From an optimization exercise on the open Yosys and OpenROAD flow, aimed at small area, a short achievable clock period and few clock cycles per item; shortcuts taken in it are not production practice. Function was not checked in any run shown here: the RTL went through the layout flow alone. Power is estimated from default activity; no workload was simulated.

## flow/design.v (module list and top-level ports; edited modules follow where they fit)
// module multiplicacion: 2853 lines
// module fa_cell: 4 lines
// module ha_cell: 4 lines
module multiplicacion #(
    parameter N = 32
    ) (
    input logic clk, rst,
    input logic valid,
    input logic [N-1:0] A, B,
    output logic [2*N-1:0] Mult,
    output logic done
    );
  // ...
==> flow/flow/run.sh <==
#!/bin/bash
set -e
cat standard.sh > standard_sh_copy.txt
export BUFFER_PORTS_ARGS="-buffer_cell sky130_fd_sc_hd__buf_4"
bash standard.sh > standard.log 2>&1
==> flow/standard.sh <==
#!/bin/bash
# synth_recipe.tcl (not shown) runs the flow's synth.tcl, then flattens the netlist and writes it again
# the make line also repeats each setting of config.mk as NAME=value (left out here)
make -C /OpenROAD-flow-scripts/flow DESIGN_CONFIG=/design/flow/config.mk WORK_HOME=/design/flow/orfs CLKGATE_MAP_FILE= SYNTH_SCRIPT=/design/flow/synth_recipe.tcl "${@:-finish}"
==> flow/config.mk <==
export PLATFORM = sky130hd
export DESIGN_NAME = multiplicacion
export DESIGN_NICKNAME = multiplicacion
export VERILOG_FILES = /design/flow/design.v
export SDC_FILE = /design/flow/constraint.sdc
export NUM_CORES = 4
export LEC_CHECK = 0
export ABC_AREA = 1
export CAP_MARGIN = 20
export CORE_MARGIN = 2
export CORE_UTILIZATION = 55
export SLEW_MARGIN = 20
export SYNTH_HIERARCHICAL = 1
==> flow/constraint.sdc <==
create_clock -name core_clock -period 5.0 [get_ports {clk}]
set_input_delay 1.0000 -clock core_clock [delete_from_list [all_inputs] [get_ports {clk}]]
set_output_delay 1.0000 -clock core_clock [all_outputs]
set_load 0.01 [all_outputs]
==> results by group, run 1 <==
Routing
  • Antenna-violating nets left: 0
  • Avg WL per Cell: 25.2 um
  • Detailed Routing Iterations Pass 1: 5

Global route
  • Total GRT Usage: 37.2%
  • Largest net degree at the start of global routing: 34
  • Grt met3 use: 9.01%

Timing
  • Final WS setup: 0.407 ns
  • Final slew viol count: 0

Finish
  • CLK BUF: 19
  • Fin cells: 3544
  • Dominant kind of cell by area: multi-input combinational cells
  • Non-clock buffer share: 8.41%

Placed design
  • Port Buffers: 131
  • Global placement routability congestion: 0.972

Power
  • P_comb: 15.9 mW
  • Pwr Total: 19.3 mW
  • Comb pwr share: 82.6%
  • Sequential fraction of design power: 10.7%
  • Leak: 12.5 nW

Clock tree
  • Clock buffer depth: 2
  • Clock Pin Slew Worst Setup and Hold Paths: 0.07 ns

Synth
  • Multiplexer area fraction after synthesis: 0%
  • Post-Syn Instances: 2818
  • Syn_area_per_cell: 9.34 um2

Run status
  • Outcome: finished clean

Flow run
  • Max-Cap Viols: 0

Critical path
  • Crit-path slowest cell: fa_1

Min path
  • Worst Hold End: done
==> inputs of run 2 (changes only) <==
--- a/flow/config.mk
+++ b/flow/config.mk
@@ -9,5 +9,6 @@
 export CAP_MARGIN = 20
 export CORE_MARGIN = 2
 export CORE_UTILIZATION = 55
+export SETUP_SLACK_MARGIN = 0.9
 export SLEW_MARGIN = 20
 export SYNTH_HIERARCHICAL = 1
==> results by group, run 2 <==
Run status
  • Outcome: finished clean

Synth
  • Primary FF master, synth: dfxtp_1
  • Area contributors post-synth: fa_1 37%, xnor2_1 16%, o22ai_1 12%, dfxtp_1 9.7%, ha_1 7.4%
  • Post-Syn Instances: 2818 (unchanged)
  • Part of the Yosys area used for sequential elements: 9.73%
  • Post-synth EDFFs: 0
  • Syn_area_per_cell: 9.34 um2 (unchanged)
  • Most common cell in the netlist: o22ai_1
  • Post-Syn Area: 0.0263 mm2
  • Library cells used by synthesis: 39
  • Top-area cell type share of the netlist area: 36.9%
  • Post-synth ARST share: 0%
  • Post-synth top cells: 499 x o22ai_1, 485 x fa_1, 474 x xnor2_1
  • Synthesis Warnings: 7
  • #FFs+latches synth: 128
  • Yosys top cell by area: fa_1

Timing
  • RSZ-0062 raised after global routing: yes
  • Finish-stage setup viols: 0
  • Max-slew headroom: 55.7%
  • Final slew viol count: 0 (unchanged)
  • Final Hold Fails: 0
  • Worst-Margin Slew: 0.662 ns
  • Fin crit share: 87.2%
  • Max Freq: 0.229 GHz
  • Min cycle time layout: 4.36 ns
  • Final WS setup: 0.641 ns (+0.234 ns)
  • Final TNS setup: 0 ns
  • Worst Hold Slack: 0.673 ns

Power
  • Leak: 13.8 nW (+10%)
  • Peak supply drop: 0.914 mV
  • PD cells: 634 mW/mm2

Critical path
  • CP Launch Type: input port
  • Crit-path slowest cell: fa_2
  • Delay of the slowest critical-path stage: 0.59 ns
  • Worst Setup End Kind: register
  • Worst EP arrival: 4.71 ns
  • Crit path cell chain: buf_12, ha_4, clkinvlp_4, buf_6, o22ai_4, ha_2, fa_1, fa_1, fa_2, fa_2, fa_2
  • Critical Path RT: 5.35 ns
  • Crit path max fanout: 5
  • Crit-path most repeated cell: fa_2
  • Critical path type: in2reg

Flow run
  • Max-Cap Viols: 0 (unchanged)

Min path
  • Min-Delay Path Class: in2reg
  • Hold_sp: rst
  • Worst hold path depth: 2
  • Worst Hold End: done

Finish
  • Fraction of layout cells with a size suffix above 1: 28.4%
  • Commonest non-fill, non-tap cell in the layout: xnor2_1
  • Nets: 3691
  • Commonest cells after routing, fill and taps aside: 389 x xnor2_1, 364 x fa_1, 361 x o22ai_1
  • Area Growth Syn to Fin: 25.3%

Global route
  • First-pass GRT wire length: 140000 um
  • Largest net degree at the start of global routing: 35 (+2.9%)
  • Total GRT Usage: 38.1% (+0.98 points)
  • Grt ovf: 0
  • Initial antenna violation count: 0
  • Vias in the first global route: 23000

Routing
  • DRC Markers: 0
  • Avg WL per Cell: 25.8 um (+2.4%)
  • Detailed Routing Iterations Pass 1: 6 (+1)
  • Via-to-Cell Ratio: 6.26
  • Routed wire length: 93000 um
  • Antenna-violating nets left: 0 (unchanged)
  • DR iter-0 viols: 2443
  • Via count: 22600

Placed design
  • Global placement routability congestion: 0.998 (+2.6%)
  • Port Buffers: 131 (unchanged)
  • HPWL after detailed placement: 73700 um
  • Pre-CTS setup slack: -0.0331 ns

Clock tree
  • Clock buffer depth: 2 (unchanged)
  • Clock Pin Slew Worst Setup and Hold Paths: 0.06 ns (about the same)
  • CTS Sinks: 128
  • H-tree levels: 4
  • CTS tree: done
  • CTS buffer count: 17
  • Root buf cell: clkbuf_16
  • # hold bufs at CTS: 0

Floorplanning
  • Core area: 0.0474 mm2
  • Chip width: 223 um
  • Ports: 132
  • Die area: 0.0496 mm2
  • Row count: 80
  • Die H: 223 um
  • Initial Utilization: 55.5%
==> run 2: how the worst max path moves through the flow <==
stage,cells after the start,slack [ns],end,startpoint
after floorplan,14,0.47,q96,B[13]
after detailed placement,10,-0.03,q93,B[7]
after CTS,14,0.72,q96,B[11]
final,11,0.64,q102,B[13]
after global routing,15,0.61,q101,B[11]
after global placement,10,-0.01,q93,B[7]
==> run 2: worst max-delay path, delay by kind of cell <==
kind	cells	cell delay, ns
fa+ha+maj	7	2.95
buf+inv	3	0.56
compound gates	1	0.18
==> run 2: per-layer routing <==
layer	part of all wire (%)	vias to the layer above	global-route usage (%)
met2	43	1276	56.6
met3	10	233	9.81
li1	-	9863	-
met5	0	-	0
met1	41	11200	52.7
met4	5.0	0	17.2
==> run 2: logic make-up (layout without fill, tap and decap cells) <==
family                     Yosys count  in the layout  synth area share [%]
buffers and inverters              449            612                  7.19
adders and majority gates          641            641                  44.3
xor gates and xnor gates           490            490                  16.3
DFF                                128            128                  9.73
and+or+nand+nor                    484            484                  7.89
other                                1             17                0.0142
AOI/OAI and AO/OA                  625            625                  14.6
==> run 2: what timing repair did <==
item / CTS / global route
buffers inserted: 30 / 36
resized for setup: 140 / 271
gates cloned: 7 / 2
pin swaps: 37 / 95
endpoints found under the setup margin: 81 / 90
==> run 2: where the power goes <==
part	switching, mW	leakage, nW	total, mW	internal, mW
combinational	9.51	12.4	17.5	7.97
sequential	0.221	1.08	2.06	1.84
clock	0.546	0.305	1.39	0.849
total	10.3	13.8	20.9	10.7
==> run 2: per-stage QoR <==
stage / utilization (%) / std cells / power, mW / cell area (um2)
floorplan: - / 2833 / 13.2 / 28300
global placement: 62.3 / 3504 / 18.1 / 29600
detailed placement: 62.3 / 3504 / 18.5 / 29600
CTS: 66.2 / 3573 / 20.5 / 31400
global route: 69.5 / 3611 / 23.2 / 33000
finish: 69.5 / 3612 / 20.9 / 33000
==> run 2: layout make-up <==
type | count | area (um2)
Clock buffer | 20 | 447
Sequential cell | 128 | 2560
Timing Repair Buffer | 358 | 3620
Tap cell | 615 | 769
Multi-Input combinational cell | 2256 | 24400
Fill cell | 3587 | 14500
Inverter | 221 | 953
Timing Repair inverter | 1 | 7.51
Clock inverter | 12 | 181
Antenna cell | 1 | 2.50
==> run 2: Yosys stat by module (local to each module, per instance) <==
module	flip-flops and latches	cells	times used
ha_cell	0	1	46
fa_cell	0	1	480
multiplicacion	128	2292	1

==> port drivers added, routing unchanged <==
In the flow no input, the clock included, has a driving cell. The finished layouts below were timed again as built, in two steps. Step 1 sets driving cells, clkbuf_16 on the clock port and buf_2 on the other inputs (assumed; they add their load-dependent delay and slew). Step 2 moves the port delays by t, midway between the first and last clock arrival at a register: inputs arrive t later, outputs are due t later. That takes back most of the time a late clock gives input paths. a / b / c = ideal / step 1 / step 2; a / b = the first two.
run | shift t [ns] | setup slack, ns | latest minus earliest clock arrival (ns) | worst slew at a driven data input, ns | pins driven straight from the clock port
run 1 | 0.550 | 0.407 / 0.444 / -0.106 | 0.020 / 0.019 | 0.08 | 1
run 2 | 0.542 | 0.641 / 0.656 / 0.114 | 0.023 / 0.023 | 0.09 | 1
Met with ideal ports but missed after step 2: setup timing in run 1. The setup slack of run 2, which loses most, moves by +0.015 ns with the drivers and by -0.527 ns with both steps.
